Source: an optimization exercise on an open RTL-to-GDS flow (aim: small area, a short achievable clock period and few clock cycles per item). Production flows keep margins and buffers that such runs may drop.
No functional check of the RTL was part of any run shown here.
Power is estimated from default activity; no workload was simulated.

## design/flow/flow/run.sh

```bash
#!/bin/bash
# The standard layout, with plain buf_1 cells as the port buffers.
set -euo pipefail
bash standard.sh "BUFFER_PORTS_ARGS=-buffer_cell sky130_fd_sc_hd__buf_1" finish > standard_flow.log 2>&1
```

## design/flow/standard.sh

```bash
#!/bin/bash
# synth_recipe.tcl (not shown) runs the flow's synth.tcl, then flattens the netlist and writes it again
# the make line also repeats each setting of config.mk as NAME=value (left out here)
make -C /OpenROAD-flow-scripts/flow DESIGN_CONFIG=/design/flow/config.mk WORK_HOME=/design/flow/orfs CLKGATE_MAP_FILE= SYNTH_SCRIPT=/design/flow/synth_recipe.tcl "${@:-finish}"
```

## design/flow/config.mk

```make
export PLATFORM = sky130hd
export DESIGN_NAME = div
export DESIGN_NICKNAME = div
export VERILOG_FILES = /design/flow/design.v
export SDC_FILE = /design/flow/constraint.sdc
export NUM_CORES = 4
export LEC_CHECK = 0
export CAP_MARGIN = 20
export CORE_MARGIN = 2
export CORE_UTILIZATION = 40
export CTS_BUF_LIST = sky130_fd_sc_hd__clkbuf_8
export SETUP_SLACK_MARGIN = 1.2
export SLEW_MARGIN = 20
```

## design/flow/constraint.sdc

```tcl
create_clock -name core_clock -period 5.0 [get_ports {i_clk}]
set_input_delay 1.0000 -clock core_clock [delete_from_list [all_inputs] [get_ports {i_clk}]]
set_output_delay 1.0000 -clock core_clock [all_outputs]
set_load 0.01 [all_outputs]
```

## design/flow/design.v

```verilog
`default_nettype	none
module	div(i_clk, i_reset, i_wr, i_signed, i_numerator, i_denominator,
		o_busy, o_valid, o_err, o_quotient, o_flags);
	input	wire		i_clk, i_reset;
	input	wire		i_wr, i_signed;
	input	wire	[31:0]	i_numerator, i_denominator;
	output	reg		o_busy, o_valid, o_err;
	output	wire	[31:0]	o_quotient;
	output	wire	[3:0]	o_flags;
	localparam	SA = 2, SB = 8;	 
	reg	[32:0]	R;
	reg	[31:0]	N, D;
	reg	[32:0]	D3;
	reg		dneg, qneg;
	reg		pre, post, fst;
	reg	[3:0]	c;		 
	reg		zf;
	wire	[32:0]	DE = { dneg, D };
	always @(posedge i_clk)
		D3 <= DE + { DE[31:0], 1'b0 };
	wire		rneg = R[32];
	reg	[7:0]	ivq;
	wire	[32:0]	DX = { !rneg, D ^ { {(8){ivq[3]}}, {(8){ivq[2]}},
				{(8){ivq[1]}}, {(8){ivq[0]}} } };
	wire	[32:0]	D3X = D3 ^ { {(9){ivq[7]}}, {(8){ivq[6]}},
				{(8){ivq[5]}}, {(8){ivq[4]}} };
	wire	[33:0]	S1X = { R[31:0], N[31], 1'b1 } + { DX, ivq[0] };
	wire	[33:0]	V1X = { R[30:0], N[31:30], 1'b1 } + { DX, ivq[1] };
	wire	[33:0]	V3X = { R[30:0], N[31:30], 1'b1 } + { D3X, ivq[4] };
	wire		s1 = S1X[33];
	wire	[32:0]	S2 = (s1 == rneg) ? V3X[33:1] : V1X[33:1];
	wire		q1 = !s1;
	wire		q2 = !S2[32];
	wire	[31:0]	H;
	genvar	gi;
	generate for(gi=0; gi<32; gi=gi+1)
	begin : GEN_H
		if (gi == 31)
			assign	H[gi] = 1'b1;
		else
			assign	H[gi] = !(|D[31:gi+1]);
	end endgenerate
	wire	[31:0]	RA = { R[31-SA:0], N[31:32-SA] };
	wire	[31:0]	RB = { R[31-SB:0], N[31:32-SB] };
	wire		skA = !rneg && !dneg && !(|(RA & H))
				&& (c <= 14 - SA/2);
	wire		skB = !rneg && !dneg && !(|(RB & H))
				&& (c <= 14 - SB/2);
	wire		last = (&c);
	wire		dz = !(|D);
	always @(posedge i_clk)
	if (i_reset)
	begin
		o_busy  <= 1'b0;
		o_valid <= 1'b0;
		o_err   <= 1'b0;
		pre  <= 1'b0;
		post <= 1'b0;
		fst  <= 1'b0;
	end else begin
		o_valid <= 1'b0;
		o_err   <= 1'b0;
		fst     <= 1'b0;
		if (!o_busy)
		begin
			o_busy <= i_wr;
			pre    <= i_wr && i_signed && i_numerator[31];
			fst    <= i_wr;
			post   <= 1'b0;
		end else if (pre)
			pre <= 1'b0;
		else if (post)
		begin
			post    <= 1'b0;
			o_busy  <= 1'b0;
			o_valid <= 1'b1;
			o_err   <= dz;
		end else if (last && !skA && !fst)
		begin
			if (qneg)
				post <= 1'b1;
			else begin
				o_busy  <= 1'b0;
				o_valid <= 1'b1;
				o_err   <= dz;
			end
		end
	end
	always @(posedge i_clk)
	if (!o_busy)
	begin
		R <= 33'h0;
		N <= i_numerator;
		dneg <= i_signed && i_denominator[31];
		D <= i_denominator;
		qneg <= i_signed && (i_numerator[31] ^ i_denominator[31]);
		c  <= 4'h0;
		zf <= 1'b1;
		ivq <= {(8){!(i_signed && i_denominator[31])}};
	end else if (pre || post)
	begin
		R <= 33'h0;
		N <= -N;
		ivq[1] <= !dneg;
		ivq[2] <= pre && ivq[2];
		ivq[3] <= post || !dneg;
		ivq[4] <= post || ivq[4];
		ivq[5] <= pre && !dneg;
		ivq[6] <= post ? ivq[6] : !dneg;
		ivq[7] <= pre ? ivq[7] : !dneg;
	end
	else if (skB)
	begin
		R <= { 1'b0, RB };
		ivq <= {(8){!dneg}};
		N <= { N[31-SB:0], {(SB){1'b0}} };
		c <= c + SB/2;
	end else if (skA)
	begin
		R <= { 1'b0, RA };
		ivq <= {(8){!dneg}};
		N <= { N[31-SA:0], {(SA){1'b0}} };
		c <= c + SA/2;
	end else if (!fst)
	begin
		R <= S2;
		if (q1 || q2)
			zf <= 1'b0;
		ivq <= {(8){!(S2[32] ^ dneg)}};
		N <= { N[29:0], q1, q2 };
		c <= c + 4'd1;
	end
	assign	o_quotient = N;
	assign	o_flags = { 1'b0, N[31], !(|R) && !qneg, zf };
endmodule
```

==> results of run 1 <==
-- logic make-up after synthesis --
logic type	count (synthesis)	share of synthesized area
XOR/XNOR	144	0.102
flip-flops	151	0.301
adder cells (fa/ha/maj)	135	0.136
buffers and inverters	132	0.0408
AO/OA/AOI/OAI	427	0.217
other	1	0.000300
AND/OR/NAND/NOR	434	0.164
multiplexers	48	0.0392
-- what timing repair did --
action | CTS | global route
resized for setup | 55 | 111
buffers inserted | 18 | 49
gates cloned | 2 | 4
endpoints found under the setup margin | 120 | 119
pin swaps | 18 | 72
-- through the flow --
step / hold slack (ns) / instances / area, um^2
after floorplan: 0.416 / 1472 / 12700
after global placement: 0.442 / 2120 / 14900
after detailed placement: 0.466 / 2120 / 14900
after CTS: 0.479 / 2172 / 15800
after global routing: 0.491 / 2225 / 16700
final: 0.470 / 2225 / 16700
-- worst max-delay path, delay by kind of cell, from the launching register on --
kind / cells / cell delay (ns)
flops: 1 / 0.50
buf+inv: 5 / 0.75
simple gates: 4 / 0.84
xor+xnor: 2 / 0.40
fa+ha+maj: 2 / 0.58
compound gates: 11 / 2.30
-- sequential cells by signal, indices dropped and copies added (netlist names) --
signal,count
D,32
D3,33
N,32
R,33
c,4
dneg,1
fst,1
ivq,8
o_busy,1
o_err,1
o_valid,1
post,1
pre,1
qneg,1
zf,1
-- layout make-up --
cell class                 instances  area share
sequential                       151       0.225
multi-input combinational       1190       0.545
clock buffer                      18      0.0148
clock inverter                    14     0.00964
timing repair buffer             383       0.160
tap                              396      0.0296
inverter                          73      0.0165
-- per-layer routing --
| metal | GRT usage | vias to the layer above |
|---|---|---|
| li1 | - | 6016 |
| met1 | 0.341 | 5948 |
| met2 | 0.410 | 490 |
| met3 | 0.0526 | 81 |
| met4 | 0.0735 | 0 |
| met5 | 0 | - |
-- cell usage after synthesis, types with 14 or more instances --
cell type	instances	share of area
a21oi_1	178	0.071
nor2_1	157	0.047
ha_1	133	0.13
nand2_1	109	0.033
xnor2_1	85	0.059
dfxtp_1	77	0.12
edfxtp_1	74	0.18
inv_1	73	0.022
o21ai_0	65	0.026
xor2_1	58	0.041
clkbuf_1	46	0.014
mux2i_1	40	0.032
a21o_1	30	0.018
nand3_1	26	0.010
nor3_1	23	0.0092
o211ai_1	21	0.013
nor2b_1	20	0.010
a211oi_1	15	0.0090
a31oi_1	14	0.0070
nand2b_1	14	0.0070
nand4_1	14	0.0070
-- worst paths after layout --
kind / from / to / slack (ns) / cells after the start
min: zf / zf / 0.47 / 2
max reg2reg: ivq[0] / R[28] / -0.51 / 24
max: ivq[0] / R[28] / -0.51 / 24
min reg2reg: zf / zf / 0.47 / 2
-- where the power goes --
part	internal, W	switching (W)
clock	0.000504	0.000544
combinational	0.00393	0.00412
sequential	0.00164	0.000352
==> results.ini, run 1 <==
[clock_tree]
cts_made_buffers=17
htreeDepth=4
clock_latency_ns=0.51
cts_tree=yes
clk_path_buf_depth=2
numClockSinks=151
clock-root-buffer=clkbuf_8
clk_pin_slew_worst_paths_ns=0.09
hold_buffers=0

[sta]
grt_setup_unrepaired=yes
drv_slew=0
setup_viol=32
layout_min_cycle_time_ns=5.51
fin_worst_skew_ns=0.0221
tns_ns=-9.98
report.final.hold_viol_count=0
max_slew_margin=0.331
fin_crit_sh=1.10
maxClockFrequency_mhz=181
setup_slack_ns=-0.514
worst_pin_slew_ns=1.00

[detailed_routing]
ant_nets=0
wl_met1_um=19200
vias=12500
drtIter0Drc=1089
wl_met3_um=3020
firstDrtPassIters=6
postRouteWirelength_um=43200
top_layer=met4
wl_met2_um=20000
drc=0
post_drt_wl_per_cell_um=19.4
via_per_inst=5.63

[final_layout]
fillers=2876
final_common_cell=buf_4
final_cell_mix=buf_4 (254), a21oi_1 (158), nor2_1 (146)
diodes=0
nets=2019
post-route-util=0.546
multi_input_area_um2=9130
areaGrowthSynthToFinish_pct=33.8
drive_gt1_frac=0.252
seqCellArea_um2=3770

[place]
dp_slack_ns=-0.666
place_hpwl_um=31200
routabilityCongestion=0.923
portBuffers=105

[hold_path]
hold_path_class=flip-flop to flip-flop

[setup_path]
cp_data_arrival_time_ns=5.88
start_kind=flip-flop
crit_fanout=5
critical_path.max_stage_delay_ns=0.50
path_cells=xor2_1, ha_1, a21oi_1, o21ai_0, a221o_1, o41a_1, nor2_4, xnor2_4, buf_6, buf_6, o21a_1, buf_4, ha_4, nand3_1, a211oi_2, o41ai_4, buf_4, o2111ai_2, buf_4, a31oi_4, o21ai_4, a31oi_1, and3_1, or3_1
critPathSlowestCell=edfxtp_1
crit_path_end_kind=flip-flop
critical_path_required_ns=5.37
criticalPathCategory=flip-flop to flip-flop
crit_top_cell=buf_4

[yosys]
netlist_area_um2=12500
yosys_register_bits=151
async_flop_share=0
ys_types=79
ys_seq_area_frac=0.301
syn-num-nets=1675
synthCells=1472
synth_area_per_cell_um2=8.50
synth_edf_count=74
synth_warnings=1
synth_top_flop_cell=dfxtp_1

[grt]
grt_max_degree=50
antenna_found_initial=0
grt_pass1_vias=12100
grt_first_pass_wirelength_um=65800
grt.overflow.total=0
track_usage=0.254

[outcome]
check.faults=setup timing
status=complete, but fails checks

[pwr]
vdd_drop_max_uv=266
powerDensity_nw_per_um2=662
p_leak_nw=7.20
power.total_w=0.0111

[floorplanning]
io_pins=107
fp.dieW_um=181
row_count=64
initial_core_util=0.408
dieArea_um2=32700
die_h_um=181
core-area_um2=30700

[job]
cap_viol_max_count=0

==> inputs of run 2 (changes only) <==
--- a/design/flow/config.mk
+++ b/design/flow/config.mk
@@ -10,4 +10,4 @@
 export CORE_UTILIZATION = 40
 export CTS_BUF_LIST = sky130_fd_sc_hd__clkbuf_8
-export SETUP_SLACK_MARGIN = 1.2
+export SETUP_SLACK_MARGIN = 1.5
 export SLEW_MARGIN = 20
==> run 2 against run 1 <==
Net effect: still fails the layout checks on setup timing; worst hold slack improved by 0.0091 ns; largest cell class unchanged; critical path depth rose by 3; power barely moved; critical path type unchanged; final cell count rose by 1.3%; first-iteration DRC count fell by 24%.
==> results.ini, run 2 <==
[clock_tree]
htreeDepth=4  ; unchanged
clk_path_buf_depth=2  ; unchanged
cts_tree=yes
clk_pin_slew_worst_paths_ns=0.09  ; about the same
clock-root-buffer=clkbuf_8
cts_made_buffers=17  ; unchanged
numClockSinks=151  ; unchanged
hold_buffers=0  ; unchanged
clock_latency_ns=0.50  ; about the same

[yosys]
ys_seq_area_frac=0.301  ; unchanged
synth_edf_count=74  ; unchanged
synth_area_per_cell_um2=8.50  ; unchanged
yosys-top-cells-area=edfxtp_1 (18%), ha_1 (13%), dfxtp_1 (12%), a21oi_1 (7.1%), xnor2_1 (5.9%)
ys_types=79  ; unchanged
synth_warnings=1  ; unchanged
synth_top_cell_by_area=edfxtp_1
syn-num-nets=1675  ; unchanged
synth_most_common_cell=a21oi_1
async_flop_share=0  ; unchanged
synth_common_cells=a21oi_1 (178), nor2_1 (157), ha_1 (133)
yosysTopAreaCellShare=0.178  ; unchanged
yosys_register_bits=151  ; unchanged
synth_top_flop_cell=dfxtp_1
synthCells=1472  ; unchanged
netlist_area_um2=12500  ; unchanged

[sta]
report.final.hold_viol_count=0  ; unchanged
setup_slack_ns=-0.403  ; +0.111 ns
max_slew_margin=0.513  ; +0.182
worst_pin_slew_ns=0.730  ; -0.271 ns
fin_worst_skew_ns=0.0211  ; -0.00106 ns
holdWs_ns=0.479  ; +0.00914 ns
setup_viol=29  ; -9.4%
grt_setup_unrepaired=yes
fin_crit_sh=1.08  ; -0.0223
drv_slew=0  ; unchanged
tns_ns=-6.62  ; +3.36 ns
maxClockFrequency_mhz=185  ; +2.1%
layout_min_cycle_time_ns=5.40  ; -0.111 ns

[floorplanning]
dieArea_um2=32700  ; unchanged
initial_core_util=0.408  ; unchanged
die_h_um=181  ; unchanged
core-area_um2=30700  ; unchanged
io_pins=107  ; unchanged
row_count=64  ; unchanged
fp.dieW_um=181  ; unchanged

[final_layout]
final_common_cell=buf_4
drive_gt1_frac=0.274  ; +0.0230
nets=2048  ; +1.4%
diodes=0  ; unchanged
final_cell_mix=buf_4 (269), a21oi_1 (150), nor2_1 (148)
reg_top3=D3 (33), R (33)
areaGrowthSynthToFinish_pct=37.6

[grt]
grt_pass1_vias=12400  ; +2.7%
track_usage=0.259  ; +0.00543
top_usage_layer=met2
grt_first_pass_wirelength_um=67300  ; +2.2%
use_met3=0.0542  ; +0.00161
globalRouteMet2Util=0.425  ; +0.0152
grt_max_degree=62  ; +24%
grt.overflow.total=0  ; unchanged
antenna_found_initial=0  ; unchanged
grt_util_met1=0.340  ; -0.000826

[pwr]
seq_power_share=0.180  ; about the same
power_switching_w=0.00504  ; +0.46%
vdd_drop_max_uv=283  ; +6.3%
power_frac_comb=0.728  ; +0.002
internal-power_w=0.00604  ; -0.55%
clockPowerShare=0.093  ; about the same
powerDensity_nw_per_um2=643  ; -2.8%
p_leak_nw=7.41  ; +2.9%
p_sw_frac=0.455  ; +0.00250

[setup_path]
r2r_start=ivq[0]
r2r_setup_slack_ns=-0.40  ; +0.11 ns
r2r.worst_path.cells=27  ; +13%
crit_fanout=9  ; +4
crit_path_end_kind=flip-flop
r2r-end=ivq[4]
critPathSlowestCell=edfxtp_1
start_kind=flip-flop
critical_path_required_ns=5.23  ; -0.14 ns
cp_data_arrival_time_ns=5.63  ; -0.25 ns
critical_path.max_stage_delay_ns=0.40  ; -0.10 ns
criticalPathCategory=flip-flop to flip-flop

[detailed_routing]
ant_nets=0  ; unchanged
drc=0  ; unchanged
firstDrtPassIters=5  ; -1
post_drt_wl_per_cell_um=19.5  ; +0.31%
via_per_inst=5.64  ; +0.14%
drtIter0Drc=828  ; -24%
postRouteWirelength_um=43900  ; +1.6%
vias=12700  ; +1.4%

[place]
portBuffers=105  ; unchanged
routabilityCongestion=0.939  ; +1.7%
place_hpwl_um=31500  ; +1.0%
dp_slack_ns=-0.725  ; -0.0594 ns

[hold_path]
hold_depth=2  ; unchanged
hold_end=zf
hold_path_class=flip-flop to flip-flop
worstHoldStart=zf

[outcome]
check.faults=setup timing
status=complete, but fails checks

[job]
cap_viol_max_count=0  ; unchanged

==> run 2: cell counts after synthesis <==
Identical to the previous run, type by type.
==> run 2: layout make-up <==
type | instances | area (um^2)
fillers | 2766 | 13400
multi-input cells | 1189 | 9260
flip-flops and latches | 151 | 3770
repair buffers | 413 | 3010
well taps | 396 | 495
inverters | 73 | 293
clock buffers | 17 | 234
clock inverters | 15 | 170
==> run 2: metal layers <==
metal	vias up	share of wire
met3	91	0.075
met1	6031	0.43
met2	515	0.47
met4	0	0.028
met5	-	0
li1	6079	-
==> run 2: cell families (layout without fill, tap and decap cells) <==
family / Yosys count / after routing / synth area share
xor gates and xnor gates: 144 / 144 / 0.102
AOI/OAI and AO/OA: 427 / 427 / 0.217
adders and majority gates: 135 / 135 / 0.136
buffers and inverters: 132 / 518 / 0.0408
other: 1 / 1 / 0.000300
DFF: 151 / 151 / 0.301
muxes: 48 / 48 / 0.0392
and+or+nand+nor: 434 / 434 / 0.164
==> run 2: worst max path at each step <==
stage                start     end  slack [ns]  cells after the start
floorplan           ivq[1]  ivq[3]       -0.13                     26
detailed placement  ivq[0]  ivq[1]       -0.73                     24
CTS                 ivq[1]  ivq[1]       -0.28                     25
global route        ivq[3]  ivq[4]       -0.65                     27
global placement    ivq[2]  ivq[1]       -0.53                     25
finish              ivq[0]  ivq[4]       -0.40                     27
==> run 2: worst max-delay path, delay by kind of cell, from the launching register on <==
family                     cells  cell delay [ns]
AOI/OAI and AO/OA             11             2.08
buffers and inverters          4             0.69
DFF                            1             0.40
adders and majority gates      2             0.51
xor gates and xnor gates       3             0.67
and+or+nand+nor                7             0.78
==> run 2: what timing repair did <==
action | 4_1_cts | 5_1_grt
setup buffers | 37 | 51
cloned | 4 | 4
resized for setup | 129 | 103
pin swaps | 66 | 57
endpoints found under the setup margin | 131 | 119
==> run 2: power by group through the flow <==
stage                     combinational, W  clock [W]  sequential [W]
after global routing               0.00875    0.00110         0.00203
after CTS                          0.00731    0.00105         0.00198
final                              0.00806    0.00103         0.00199
after global placement             0.00658          0         0.00199
after detailed placement           0.00666          0         0.00200
after floorplan                    0.00416          0         0.00197
==> run 2: stage by stage <==
step	area (um^2)	total power, W	utilization	cells
after floorplan	12700	0.00613	-	1472
after global placement	14900	0.00857	0.487	2126
after detailed placement	14900	0.00865	0.487	2126
after CTS	16300	0.0103	0.530	2199
after global routing	17200	0.0119	0.562	2254
final	17200	0.0111	0.562	2254
==> inputs of run 3 (changes only) <==
--- a/design/flow/design.v
+++ b/design/flow/design.v
@@ -11,23 +11,23 @@
 	reg	[32:0]	R;
 	reg	[31:0]	N, D;
-	reg	[32:0]	D3;
 	reg		dneg, qneg;
-	reg		pre, post, fst;
+	reg		pre, post;
 	reg	[3:0]	c;		 
 	reg		zf;
-	wire	[32:0]	DE = { dneg, D };
-	always @(posedge i_clk)
-		D3 <= DE + { DE[31:0], 1'b0 };
 	wire		rneg = R[32];
-	reg	[7:0]	ivq;
+	reg	[5:0]	ivq;
 	wire	[32:0]	DX = { !rneg, D ^ { {(8){ivq[3]}}, {(8){ivq[2]}},
 				{(8){ivq[1]}}, {(8){ivq[0]}} } };
-	wire	[32:0]	D3X = D3 ^ { {(9){ivq[7]}}, {(8){ivq[6]}},
-				{(8){ivq[5]}}, {(8){ivq[4]}} };
+	wire	[32:0]	T2 = { R[30:0], N[31:30] };
+	wire	[32:0]	DX2 = { DX[31:0], ivq[4] };
+	wire	[32:0]	CS = T2 ^ DX ^ DX2;
+	wire	[32:0]	CC = { (T2[31:0] & DX[31:0]) | (T2[31:0] & DX2[31:0])
+				| (DX[31:0] & DX2[31:0]), ivq[5] };
 	wire	[33:0]	S1X = { R[31:0], N[31], 1'b1 } + { DX, ivq[0] };
-	wire	[33:0]	V1X = { R[30:0], N[31:30], 1'b1 } + { DX, ivq[1] };
-	wire	[33:0]	V3X = { R[30:0], N[31:30], 1'b1 } + { D3X, ivq[4] };
+	wire	[33:0]	V1X = { T2, 1'b1 } + { DX, ivq[1] };
+	wire	[33:0]	V3X = { CS, 1'b1 } + { CC, ivq[4] };
 	wire		s1 = S1X[33];
-	wire	[32:0]	S2 = (s1 == rneg) ? V3X[33:1] : V1X[33:1];
+	wire		s3 = (s1 == rneg);
+	wire	[32:0]	S2 = ({(33){s3}} & V3X[33:1]) | ({(33){!s3}} & V1X[33:1]);
 	wire		q1 = !s1;
 	wire		q2 = !S2[32];
@@ -57,14 +57,11 @@
 		pre  <= 1'b0;
 		post <= 1'b0;
-		fst  <= 1'b0;
 	end else begin
 		o_valid <= 1'b0;
 		o_err   <= 1'b0;
-		fst     <= 1'b0;
 		if (!o_busy)
 		begin
 			o_busy <= i_wr;
 			pre    <= i_wr && i_signed && i_numerator[31];
-			fst    <= i_wr;
 			post   <= 1'b0;
 		end else if (pre)
@@ -76,5 +73,5 @@
 			o_valid <= 1'b1;
 			o_err   <= dz;
-		end else if (last && !skA && !fst)
+		end else if (last)
 		begin
 			if (qneg)
@@ -97,5 +94,5 @@
 		c  <= 4'h0;
 		zf <= 1'b1;
-		ivq <= {(8){!(i_signed && i_denominator[31])}};
+		ivq <= {(6){!(i_signed && i_denominator[31])}};
 	end else if (pre || post)
 	begin
@@ -107,11 +104,9 @@
 		ivq[4] <= post || ivq[4];
 		ivq[5] <= pre && !dneg;
-		ivq[6] <= post ? ivq[6] : !dneg;
-		ivq[7] <= pre ? ivq[7] : !dneg;
 	end
 	else if (skB)
 	begin
 		R <= { 1'b0, RB };
-		ivq <= {(8){!dneg}};
+		ivq <= {(6){!dneg}};
 		N <= { N[31-SB:0], {(SB){1'b0}} };
 		c <= c + SB/2;
@@ -119,13 +114,12 @@
 	begin
 		R <= { 1'b0, RA };
-		ivq <= {(8){!dneg}};
+		ivq <= {(6){!dneg}};
 		N <= { N[31-SA:0], {(SA){1'b0}} };
 		c <= c + SA/2;
-	end else if (!fst)
-	begin
+	end else begin
 		R <= S2;
 		if (q1 || q2)
 			zf <= 1'b0;
-		ivq <= {(8){!(S2[32] ^ dneg)}};
+		ivq <= {(6){!(S2[32] ^ dneg)}};
 		N <= { N[29:0], q1, q2 };
 		c <= c + 4'd1;
==> run 3 against run 2 <==
Net effect: routed wire length decreased by 7.3%; global-route usage is 0.65 points higher; worst hold slack improved by 0.032 ns; area after synthesis fell by 10%; critical endpoint is now ivq[3]; sequential share of layout area fell by 3.8 points; critical path type unchanged; first-iteration DRC count is 21% higher; register-to-register slack better by 1.3 ns; count of clock-buffer cells in the layout is 2 higher; clock skew is 0.0055 ns lower; utilization down 2.8 points; the run now finishes clean; synthesized cell count fell by 9.0%.
==> results.ini, run 3 <==
[floorplanning]
row_count=61  ; -4.7%
die_h_um=172  ; -5.1%
io_pins=107  ; unchanged
initial_core_util=0.406  ; -0.00191
fp.dieW_um=172  ; -5.1%
core-area_um2=27700  ; -9.7%
dieArea_um2=29500  ; -9.9%

[pwr]
p_leak_nw=5.72  ; -23%
vdd_drop_max_uv=247  ; -13%
powerDensity_nw_per_um2=671  ; +4.3%

[clock_tree]
clk_pin_slew_worst_paths_ns=0.07  ; -0.02 ns
hold_buffers=0  ; unchanged
htreeDepth=4  ; unchanged
clk_path_buf_depth=2  ; unchanged
numClockSinks=115  ; -24%
clock_latency_ns=0.46  ; -0.04 ns
cts_made_buffers=17  ; unchanged
cts_tree=yes
clock-root-buffer=clkbuf_8

[yosys]
yosysTopAreaCellShare=0.141  ; -0.0370
synth_warnings=1  ; unchanged
yosys-top-cells-area=dfxtp_1 (14%), ha_1 (11%), edfxtp_1 (9.6%), fa_1 (5.9%), xor2_1 (5.8%)
synth_edf_count=36  ; -51%
synth_top_cell_by_area=dfxtp_1
synthCells=1339  ; -9.0%
synth_most_common_cell=nor2_1
synth_common_cells=nor2_1 (137), a21oi_1 (128), ha_1 (103)
async_flop_share=0  ; unchanged
yosys_register_bits=115  ; -24%
ys_types=79  ; unchanged
synth_top_flop_cell=dfxtp_1
ys_seq_area_frac=0.237  ; -0.0641
syn-num-nets=1543  ; -7.9%
synth_area_per_cell_um2=8.40  ; -1.2%
netlist_area_um2=11300  ; -10%

[grt]
grt.overflow.total=0  ; unchanged
antenna_found_initial=0  ; unchanged
grt_max_degree=62  ; unchanged
track_usage=0.265  ; +0.00653
grt_first_pass_wirelength_um=60300  ; -10%
grt_pass1_vias=10700  ; -14%

[sta]
fin_worst_skew_ns=0.0156  ; -0.00549 ns
maxClockFrequency_mhz=245  ; +32%
tns_ns=0  ; +6.62 ns
worst_pin_slew_ns=0.926  ; +0.196 ns
drv_slew=0  ; unchanged
max_slew_margin=0.381  ; -0.132
report.final.hold_viol_count=0  ; unchanged
fin_crit_sh=0.816  ; -0.264
grt_setup_unrepaired=yes
setup_viol=0  ; -100%
layout_min_cycle_time_ns=4.08  ; -1.32 ns

[hold_path]
hold_path_class=flip-flop to flip-flop

[job]
cap_viol_max_count=0  ; unchanged

[detailed_routing]
ant_nets=0  ; unchanged
post_drt_wl_per_cell_um=21.3  ; +9.5%
vias=11300  ; -11%
via_per_inst=5.92  ; +5.0%
drtIter0Drc=1003  ; +21%
firstDrtPassIters=5  ; unchanged
drc=0  ; unchanged
postRouteWirelength_um=40700  ; -7.3%

[setup_path]
criticalPathCategory=flip-flop to flip-flop
crit_fanout=5  ; -4
start_kind=flip-flop
crit_path_end_kind=flip-flop
critical_path_required_ns=5.34  ; +0.11 ns
cp_data_arrival_time_ns=4.42  ; -1.21 ns

[final_layout]
final_cell_mix=nor2_1 (132), buf_1 (105), a21oi_1 (102)
reg_top3=R (33), D (32), N (32)
max_flop_register=R
seqCellArea_um2=2670  ; -29%
fillers=2533  ; -8.4%
final_common_cell=nor2_1
nets=1721  ; -16%
post-route-util=0.534  ; -0.0279
multi_input_area_um2=9460  ; +2.1%
areaGrowthSynthToFinish_pct=31.4
largest_reg_flops=33
drive_gt1_frac=0.212  ; -0.0627
diodes=0  ; unchanged

[outcome]
status=no timing/DRC/antenna violations

[place]
portBuffers=105  ; unchanged
routabilityCongestion=0.928  ; -1.1%
place_hpwl_um=28900  ; -8.3%

run 3: cell types whose count changed after synthesis, moves of 20 or more:
cell	delta
nor2_1	-20
edfxtp_1	-38
ha_1	-30
inv_1	-24
fa_1	+31
a21oi_1	-50
xnor2_1	-36
nand2_1	-21
run 3: metal layers:
layer  track usage  vias to the layer above  wire length (um)
met2         0.452                      482             20000
met3        0.0368                       78              2600
met1         0.342                     5454             16900
met5             0                        -                 0
li1              -                     5289                 -
met4        0.0979                        0              1270
run 3: layout make-up:
| type | count | area share |
|---|---|---|
| Multi-Input combinational cell | 1116 | 0.640 |
| Clock buffer | 19 | 0.0177 |
| Sequential cell | 115 | 0.181 |
| Inverter | 50 | 0.0135 |
| Tap cell | 378 | 0.0320 |
| Timing Repair Buffer | 215 | 0.103 |
| Timing Repair inverter | 2 | 0.00118 |
| Clock inverter | 13 | 0.0123 |
run 3: where the power goes:
group	leakage [nW]	switching (W)	internal, W
clock network	0.224	0.000433	0.000569
registers	1.02	0.000396	0.00112
logic	4.47	0.00405	0.00335
run 3: metrics by stage:
step | power (W) | area, um^2 | cells | worst slack (ns) | hold WS [ns]
6_report | 0.00992 | 14800 | 1908 | 0.918 | 0.511
5_1_grt | 0.0106 | 14800 | 1908 | 0.811 | 0.534
4_1_cts | 0.00874 | 13900 | 1860 | 1.03 | 0.518
3_5_place_dp | 0.00694 | 12600 | 1786 | 0.551 | 0.505
3_3_place_gp | 0.00693 | 12600 | 1786 | 0.389 | 0.510
2_1_floorplan | 0.00559 | 11800 | 1339 | 1.33 | 0.470
run 3: cells by family (layout without fill, tap and decap cells):
family          count (synthesis)  in the layout  synth area share
compound gates                398            398             0.226
other cells                     1              1          0.000333
simple gates                  404            404             0.178
mux                            53             53            0.0487
buf+inv                       108            299            0.0388
xor+xnor                      124            124            0.0977
flops                         115            115             0.237
fa+ha+maj                     136            136             0.173
run 3: final timing paths:
kind           from     end  slack [ns]  depth (start not counted)
max          ivq[0]  ivq[3]        0.92                         15
min              zf      zf        0.51                          1
max reg2reg  ivq[0]  ivq[3]        0.92                         15
min reg2reg      zf      zf        0.51                          1
run 3: worst max-delay path, cell delays in order (launching register included):
cell      delay (ns)
edfxtp_1        0.45
buf_12          0.20
xor2_4          0.19
buf_4           0.16
fa_1            0.49
ha_1            0.35
o21a_1          0.16
nor2_1          0.08
a311oi_4        0.35
o211ai_1        0.21
a21oi_2         0.23
mux2i_2         0.31
mux2i_2         0.15
xnor3_1         0.28
nor2_1          0.09
a211oi_2        0.26
run 3: what timing repair did:
action | CTS | global route
pin swaps | 28 | 82
setup buffers | 40 | 42
setup endpoints to repair | 59 | 61
cloned | 2 | 6
endpoints found under the hold margin | 0 | 0
resized for setup | 98 | 109
==> inputs of run 4 (changes only) <==
--- a/design/flow/config.mk
+++ b/design/flow/config.mk
@@ -10,4 +10,4 @@
 export CORE_UTILIZATION = 40
 export CTS_BUF_LIST = sky130_fd_sc_hd__clkbuf_8
-export SETUP_SLACK_MARGIN = 1.5
+export SETUP_SLACK_MARGIN = 1.0
 export SLEW_MARGIN = 20
==> run 4 against run 3 <==
Net effect: still clean; power fell by 13%; via count fell by 2.2%; routed wire length fell by 7.0%; clock skew fell by 0.0035 ns; first-iteration DRC count fell by 8.9%; sequential cell count did not move; non-clock buffer count fell by 45; die area did not move; critical endpoint is now ivq[0].
==> results.ini, run 4 <==
[detailed_routing]
firstDrtPassIters=5  ; unchanged
postRouteWirelength_um=37900  ; -7.0%
drc=0  ; unchanged
vias=11100  ; -2.2%
post_drt_wl_per_cell_um=20.3  ; -4.7%
via_per_inst=5.94  ; +0.19%
wl_met3_um=2510  ; -3.5%
top_layer=met4
ant_nets=0  ; unchanged
wl_met1_um=16400  ; -3.1%
wl_met2_um=17700  ; -12%
drtIter0Drc=914  ; -8.9%

[grt]
grt_max_degree=57  ; -8.1%
grt_pass1_vias=10600  ; -1.1%
antenna_found_initial=1  ; +1
grt_first_pass_wirelength_um=58200  ; -3.5%
grt.overflow.total=0  ; unchanged
track_usage=0.253  ; -0.0123

[pwr]
p_leak_nw=5.33  ; -6.9%
vdd_drop_max_uv=267  ; +8.3%
powerDensity_nw_per_um2=632  ; -5.8%

[yosys]
synth_edf_count=36  ; unchanged
yosys-top-cells-area=dfxtp_1 (14%), ha_1 (11%), edfxtp_1 (9.6%), fa_1 (5.9%), xor2_1 (5.8%)
async_flop_share=0  ; unchanged
synth_warnings=1  ; unchanged
ys_seq_area_frac=0.237  ; unchanged
syn-num-nets=1543  ; unchanged
synth_top_flop_cell=dfxtp_1
synth_most_common_cell=nor2_1
synth_top_cell_by_area=dfxtp_1
yosysTopAreaCellShare=0.141  ; unchanged
synthCells=1339  ; unchanged
netlist_area_um2=11300  ; unchanged
synth_common_cells=nor2_1 (137), a21oi_1 (128), ha_1 (103)
ys_types=79  ; unchanged
yosys_register_bits=115  ; unchanged
synth_area_per_cell_um2=8.40  ; unchanged

[clock_tree]
clk_pin_slew_worst_paths_ns=0.07  ; about the same
cts_made_buffers=17  ; unchanged
cts_tree=yes
clock_latency_ns=0.45  ; about the same
clock-root-buffer=clkbuf_8
numClockSinks=115  ; unchanged
clk_path_buf_depth=2  ; unchanged
htreeDepth=4  ; unchanged

[floorplanning]
row_count=61  ; unchanged
io_pins=107  ; unchanged
fp.dieW_um=172  ; unchanged
dieArea_um2=29500  ; unchanged
die_h_um=172  ; unchanged
initial_core_util=0.406  ; unchanged
core-area_um2=27700  ; unchanged

[final_layout]
final_cell_mix=nor2_1 (134), a21oi_1 (122), buf_1 (105)
areaGrowthSynthToFinish_pct=21.6
largest_reg_flops=33  ; unchanged
final_cells=1862  ; -2.4%
reg_top3=R (33), D (32), N (32)
nets=1674  ; -2.7%
multi_input_area_um2=8920  ; -5.6%
post-route-util=0.494  ; -0.0399
fillers=2599  ; +2.6%
max_flop_register=R
final_common_cell=nor2_1
seqCellArea_um2=2670  ; about the same
drive_gt1_frac=0.148  ; -0.0641

[sta]
tns_ns=0  ; unchanged
setup_viol=0  ; unchanged
setup_slack_ns=0.951  ; +0.0321 ns
fin_crit_sh=0.810  ; -0.00642
max_slew_margin=0.349  ; -0.0321
grt_setup_unrepaired=yes
report.final.hold_viol_count=0  ; unchanged
maxClockFrequency_mhz=247  ; +0.79%
layout_min_cycle_time_ns=4.05  ; -0.0321 ns
holdWs_ns=0.518  ; +0.00752 ns
worst_pin_slew_ns=0.974  ; +0.0480 ns
fin_worst_skew_ns=0.0121  ; -0.00351 ns
drv_slew=0  ; unchanged

[setup_path]
crit_fanout=5  ; unchanged
critical_path_required_ns=5.20  ; -0.14 ns
criticalPathCategory=flip-flop to flip-flop
start_kind=flip-flop
crit_path_end_kind=flip-flop
cp_data_arrival_time_ns=4.25  ; -0.17 ns

[outcome]
status=no timing/DRC/antenna violations

[place]
portBuffers=105  ; unchanged
dp_slack_ns=0.355  ; -0.196 ns
dp.cells=1795  ; +0.50%
routabilityCongestion=0.946  ; +1.9%
place_hpwl_um=28200  ; -2.3%

[hold_path]
hold_path_class=flip-flop to flip-flop

[job]
cap_viol_max_count=0  ; unchanged

[run 4: cell count changes in the layout (fill, tap and decap cells not counted), moves of 6 or more]
cell and delta:
a21oi_1 +20, a21oi_2 -21, buf_4 -17, buf_6 -17, ha_2 +6, o21ai_0 +18
o21ai_1 -14, xor2_1 +8, xor2_4 -9
[run 4: power breakdown]
group,internal (W),switching (W),total (W)
combinational,0.00266,0.00351,0.00617
clock,0.000554,0.000424,0.000979
sequential,0.00112,0.000381,0.00150
total,0.00433,0.00431,0.00865
[run 4: kinds of logic after synthesis]
family / after synthesis / share of synthesized area
other cells: 1 / 0.000333
buf+inv: 108 / 0.0388
simple gates: 404 / 0.178
fa+ha+maj: 136 / 0.173
compound gates: 398 / 0.226
xor+xnor: 124 / 0.0977
mux: 53 / 0.0487
flops: 115 / 0.237
[run 4: worst paths after layout]
kind / start / end / slack (ns) / depth (start not counted)
worst max register to register: ivq[0] / ivq[0] / 0.95 / 15
worst min register to register: zf / zf / 0.52 / 1
worst max-delay path: ivq[0] / ivq[0] / 0.95 / 15
worst min-delay path: zf / zf / 0.52 / 1
[run 4: area by class of cell]
class,instances,share of cell area
Sequential cell,115,0.195
Antenna cell,1,0.000183
Timing Repair Buffer,170,0.0724
Clock inverter,14,0.0135
Multi-Input combinational cell,1116,0.652
Inverter,50,0.0137
Clock buffer,18,0.0181
Tap cell,378,0.0346
[run 4: timing repair]
item	CTS	global route
setup endpoints to repair	42	44
cloned	1	1
pin swaps	10	12
resized for setup	64	66
hold buffers	0	0
buffers inserted	12	20
[run 4: metrics by stage]
| stage | power [W] | area [um^2] |
|---|---|---|
| floorplan | 0.00526 | 11300 |
| global placement | 0.00666 | 12100 |
| detailed placement | 0.00666 | 12100 |
| global route | 0.00928 | 13700 |
| finish | 0.00865 | 13700 |
| CTS | 0.00798 | 13100 |
[run 4: worst max-delay path, stage by stage (launching register included)]
cell	delay [ns]
edfxtp_1	0.50
clkbuf_16	0.22
xor2_4	0.25
fa_1	0.46
ha_2	0.42
o211a_1	0.22
o21ai_4	0.09
a311oi_4	0.30
o211ai_1	0.11
buf_4	0.18
a21oi_4	0.18
mux2i_2	0.29
mux2i_2	0.14
xnor3_1	0.25
nor3_2	0.13
nor2_1	0.06
[run 4: layer usage]
layer	track usage	vias up
met5	0	-
met4	0.0928	0
met3	0.0391	89
met2	0.415	459
met1	0.337	5306
li1	-	5198
==> inputs of run 5 (changes only) <==
==> design/flow/design.v (replaced) <==
`default_nettype	none
module	div(i_clk, i_reset, i_wr, i_signed, i_numerator, i_denominator,
		o_busy, o_valid, o_err, o_quotient, o_flags);
	input	wire		i_clk, i_reset;
	input	wire		i_wr, i_signed;
	input	wire	[31:0]	i_numerator, i_denominator;
	output	reg		o_busy, o_valid, o_err;
	output	wire	[31:0]	o_quotient;
	output	wire	[3:0]	o_flags;
	reg	[31:0]	R, N, M;
	reg		dneg, nneg, qneg;
	reg		pre, post;
	reg	[4:0]	c;
	reg		zf, cf;
	wire	[32:0]	T = { R, N[31] };
	wire	[33:0]	S = { 1'b0, T } + { 2'b11, M } + { 33'b0, !dneg };
	wire		q = !S[33];
	wire	[31:0]	H;
	genvar	gi;
	assign	H[31] = 1'b1;
	generate for(gi=0; gi<31; gi=gi+1)
	begin : GEN_H
		assign	H[gi] = &M[31:gi+1];
	end endgenerate
	wire	[31:0]	R4 = { R[27:0], N[31:28] };
	wire		sk4 = !(&c[4:2]) && !(|(R4 & H));
	wire		last = (&c);
	wire		dz = (&M) && !dneg;
	wire	[31:0]	NEG = -N;
	always @(posedge i_clk)
	if (i_reset)
	begin
		o_busy  <= 1'b0;
		o_valid <= 1'b0;
		o_err   <= 1'b0;
		pre  <= 1'b0;
		post <= 1'b0;
	end else begin
		o_valid <= 1'b0;
		o_err   <= 1'b0;
		if (!o_busy)
		begin
			o_busy <= i_wr;
			pre    <= i_wr && i_signed && i_numerator[31];
			post   <= 1'b0;
		end else if (pre)
			pre <= 1'b0;
		else if (post)
		begin
			post    <= 1'b0;
			o_busy  <= 1'b0;
			o_valid <= 1'b1;
			o_err   <= dz;
		end else if (last)
		begin
			if (qneg)
				post <= 1'b1;
			else begin
				o_busy  <= 1'b0;
				o_valid <= 1'b1;
				o_err   <= dz;
			end
		end
	end
	always @(posedge i_clk)
	if (!o_busy)
	begin
		R <= 32'h0;
		N <= i_numerator;
		dneg <= i_signed && i_denominator[31];
		M <= (i_signed && i_denominator[31]) ? i_denominator : ~i_denominator;
		nneg <= i_signed && i_numerator[31];
		qneg <= i_signed && (i_numerator[31] ^ i_denominator[31]);
		c  <= 5'h0;
		zf <= 1'b1;
		cf <= 1'b0;
	end else if (pre || post)
		N <= NEG;
	else if (sk4)
	begin
		{ R, N } <= { R[27:0], N, 4'h0 };
		c <= c + 5'd4;
	end else begin
		R <= q ? S[31:0] : T[31:0];
		N <= { N[30:0], q };
		c <= c + 5'd1;
		if (q)
			zf <= 1'b0;
		cf <= (S == 34'h0) && !qneg;
	end
	assign	o_quotient = N;
	assign	o_flags = { 1'b0, N[31], cf, zf };
endmodule
==> design/flow/run.sh (new file) <==
#!/bin/bash
# synth_recipe.tcl (not shown) runs the flow's synth.tcl, then flattens the netlist and writes it again
# the make line also repeats each setting of config.mk as NAME=value (left out here)
make -C /OpenROAD-flow-scripts/flow DESIGN_CONFIG=/design/flow/config.mk WORK_HOME=/design/flow/orfs CLKGATE_MAP_FILE= SYNTH_SCRIPT=/design/flow/synth_recipe.tcl finish
--- a/design/flow/config.mk
+++ b/design/flow/config.mk
@@ -9,5 +9,3 @@
 export CORE_MARGIN = 2
 export CORE_UTILIZATION = 40
-export CTS_BUF_LIST = sky130_fd_sc_hd__clkbuf_8
-export SETUP_SLACK_MARGIN = 1.0
 export SLEW_MARGIN = 20
removed: design/flow/flow/run.sh
removed: design/flow/standard.sh
==> run 5 against run 4 <==
Net effect: combinational power down 56%; clock skew shrank 0.0016 ns; critical path depth shrank 2; utilization fell by 0.84 points; clock power decreased by 21%; synthesized cell count shrank 28%; power shrank 43%; worst hold slack got worse by 0.049 ns; sequential share of layout area grew 7.6 points; count of clock-buffer cells in the layout decreased by 9; final cell count fell by 31%; non-clock buffer count fell by 55; critical path type unchanged; largest cell class unchanged; highest routed layer unchanged.
==> results.ini, run 5 <==
[place]
place_hpwl_um=17000  ; -40%
placedInstanceArea_um2=9110  ; -25%
routabilityCongestion=0.955  ; +0.94%
portBuffers=105  ; unchanged

[setup_path]
start_kind=flip-flop
criticalPathCategory=flip-flop to flip-flop
crit_start=N[31]
critical_path_required_ns=5.28  ; +0.08 ns
cp_data_arrival_time_ns=4.61  ; +0.36 ns
r2r-end=cf
crit_fanout=7  ; +2
r2r.worst_path.cells=13  ; -2
crit_path_end_kind=flip-flop
r2r_setup_slack_ns=0.68  ; -0.27 ns
r2r_start=N[31]

[grt]
antenna_found_initial=0  ; -1
grt_first_pass_wirelength_um=37800  ; -35%
track_usage=0.230  ; -0.0234
grt_max_degree=70  ; +23%
grt_pass1_vias=7035  ; -34%
grt.overflow.total=0  ; unchanged

[pwr]
p_leak_nw=3.60  ; -32%
powerDensity_nw_per_um2=522  ; -17%
vdd_drop_max_uv=330  ; +23%
power.total_w=0.00492  ; -43%

[final_layout]
final_cell_mix=clkdlybuf4s50_1 (105), o21ai_0 (92), a21oi_1 (87)
final_common_cell=clkdlybuf4s50_1
design_area_um2=9420  ; -31%
multi_input_area_um2=5030  ; -44%
nets=1129  ; -33%
seqCellArea_um2=2550  ; -4.4%
reg_top3=M (32), N (32), R (32)
drive_gt1_frac=0.0603  ; -0.0874
areaGrowthSynthToFinish_pct=19.4
fillers=1961  ; -25%
diodes=0  ; -1

[yosys]
synth_common_cells=o21ai_0 (92), a21oi_1 (87), nand2_1 (85)
ys_types=64  ; -19%
synth_top_flop_cell=dfxtp_1
yosys-top-cells-area=dfxtp_1 (19%), edfxtp_1 (13%), xor2_1 (6.2%), o21ai_0 (5.8%), ha_1 (5.7%)
yosysTopAreaCellShare=0.190  ; +0.0499
synthCells=958  ; -28%
synth_edf_count=35  ; -2.8%
yosys_register_bits=110  ; -4.3%
ys_seq_area_frac=0.324  ; +0.0872
synth_most_common_cell=o21ai_0
syn-num-nets=1064  ; -31%
async_flop_share=0  ; unchanged
synth_warnings=1  ; unchanged
synth_top_cell_by_area=dfxtp_1
netlist_area_um2=7880  ; -30%
synth_area_per_cell_um2=8.23  ; -2.1%

[sta]
drv_slew=0  ; unchanged
fin_crit_sh=0.865  ; +0.0549
setup_viol=0  ; unchanged
worst_pin_slew_ns=0.960  ; -0.0147 ns
layout_min_cycle_time_ns=4.32  ; +0.274 ns
max_slew_margin=0.360  ; +0.0107
grt_setup_unrepaired=no
maxClockFrequency_mhz=231  ; -6.3%
fin_worst_skew_ns=0.0105  ; -0.00161 ns
tns_ns=0  ; unchanged
report.final.hold_viol_count=0  ; unchanged

[detailed_routing]
vias=7531  ; -32%
post_drt_wl_per_cell_um=18.3  ; -9.9%
drc=0  ; unchanged
postRouteWirelength_um=23700  ; -37%
drtIter0Drc=715  ; -22%
ant_nets=0  ; unchanged
firstDrtPassIters=5  ; unchanged
via_per_inst=5.82  ; -1.9%

[hold_path]
hold_depth=2  ; +1
hold_path_class=flip-flop to flip-flop
worstHoldStart=zf
hold_end=zf

[clock_tree]
cts_made_buffers=9  ; -8
clock_latency_ns=0.37  ; -0.08 ns
htreeDepth=3  ; -1
clk_pin_slew_worst_paths_ns=0.08  ; about the same
clock-root-buffer=clkbuf_16
post_cts_buffers=0  ; -12
cts_tree=yes
numClockSinks=110  ; -4.3%
hold_buffers=0  ; unchanged
clk_path_buf_depth=2  ; unchanged
post_cts_resized=0  ; -100%

[floorplanning]
row_count=51  ; -16%
die_h_um=144  ; -16%
core-area_um2=19400  ; -30%
dieArea_um2=20800  ; -29%
io_pins=107  ; unchanged
initial_core_util=0.406  ; about the same
fp.dieW_um=144  ; -16%

[outcome]
status=no timing/DRC/antenna violations

[job]
cap_viol_max_count=0  ; unchanged

[run 5: cell count changes after synthesis, moves of 17 or more]
cell	previous run	this run
ha_1	103	36
nor2_1	137	76
a21oi_1	128	87
fa_1	33	2
inv_1	49	18
o21ai_0	68	92
xnor2_1	49	25
mux2i_1	42	23
xor2_1	74	56
nor3_1	33	16
[run 5: logic make-up after synthesis]
kind of cell	after synthesis	share of synthesized area
compound gates	313	0.243
simple gates	296	0.188
flops	110	0.324
xor+xnor	81	0.0900
buf+inv	80	0.0406
mux	39	0.0521
fa+ha+maj	38	0.0622
other cells	1	0.000476
[run 5: worst max-delay path, stage by stage, from the launching register on]
cell and delay (ns):
dfxtp_1 0.51, fa_1 0.28, inv_1 0.07, fa_1 0.39, nand2b_1 0.18, a21oi_1 0.32, o211ai_1 0.20, a2111oi_0 0.48
nor2_1 0.23, mux2i_1 0.19, or4_1 0.56, nor4_1 0.38, nand4_1 0.22, o31ai_1 0.22
[run 5: power breakdown]
group          internal (W)  switching, W  leakage (nW)
registers           0.00113      0.000319         0.972
clock network      0.000398      0.000374         0.149
logic               0.00115       0.00155          2.48
total               0.00268       0.00224          3.60
[run 5: metrics by stage]
stage                     instances  setup WS (ns)   util  hold slack [ns]
after global placement         1277          0.743  0.470            0.464
after global routing           1293          0.174  0.485            0.502
after floorplan                 958           1.55      -            0.440
after detailed placement       1277          0.793  0.470            0.467
after CTS                      1293          0.749  0.485            0.478
final                          1293          0.676  0.485            0.470
[run 5: final cells by class]
class,instances,area share
clock inverter,7,0.00850
multi-input combinational,768,0.534
sequential,110,0.271
inverter,19,0.00757
clock buffer,9,0.0239
tap,265,0.0352
timing repair buffer,115,0.120
[run 5: layer usage]
| metal | GRT usage | vias up | share of wire |
|---|---|---|---|
| met5 | 0 | - | 0 |
| met4 | 0.0480 | 0 | 0.013 |
| met3 | 0.0381 | 30 | 0.054 |
| met2 | 0.374 | 238 | 0.47 |
| met1 | 0.322 | 3593 | 0.47 |
| li1 | - | 3670 | - |
[run 5: worst max path at each step]
| stage | cells past startpoint | end |
|---|---|---|
| floorplan | 13 | cf |
| global placement | 13 | cf |
| detailed placement | 13 | cf |
| CTS | 13 | cf |
| global route | 13 | cf |
| finish | 13 | cf |

-- what the ideal ports hide --
How much do the figures lean on ideal ports? The routed layouts below were timed once more, with nothing changed but the port constraints. Step 1: set_driving_cell puts a clkbuf_16 on i_clk and a buf_2 on each other input, an assumption about the parent block. Step 2 times the ports against the registers' clock, not the clock port: input delays grow and output delays shrink by t, the midpoint of the rising clock arrivals with the driver on. Three values: ideal, step 1, step 2; two values: the first two.
| run | t (ns) | setup WS [ns] | slew at the worst register clock pin (ns) | cell pins on the clock port's net |
|---|---|---|---|---|
| run 1 | 0.548 | -0.514 / -0.514 / -0.514 | 0.10 / 0.10 | 1 |
| run 2 | 0.540 | -0.403 / -0.403 / -0.403 | 0.10 / 0.10 | 1 |
| run 3 | 0.496 | 0.918 / 0.918 / 0.918 | 0.08 / 0.08 | 1 |
| run 4 | 0.489 | 0.951 / 0.951 / 0.951 | 0.08 / 0.08 | 1 |
| run 5 | 0.412 | 0.676 / 0.676 / 0.676 | 0.08 / 0.08 | 1 |
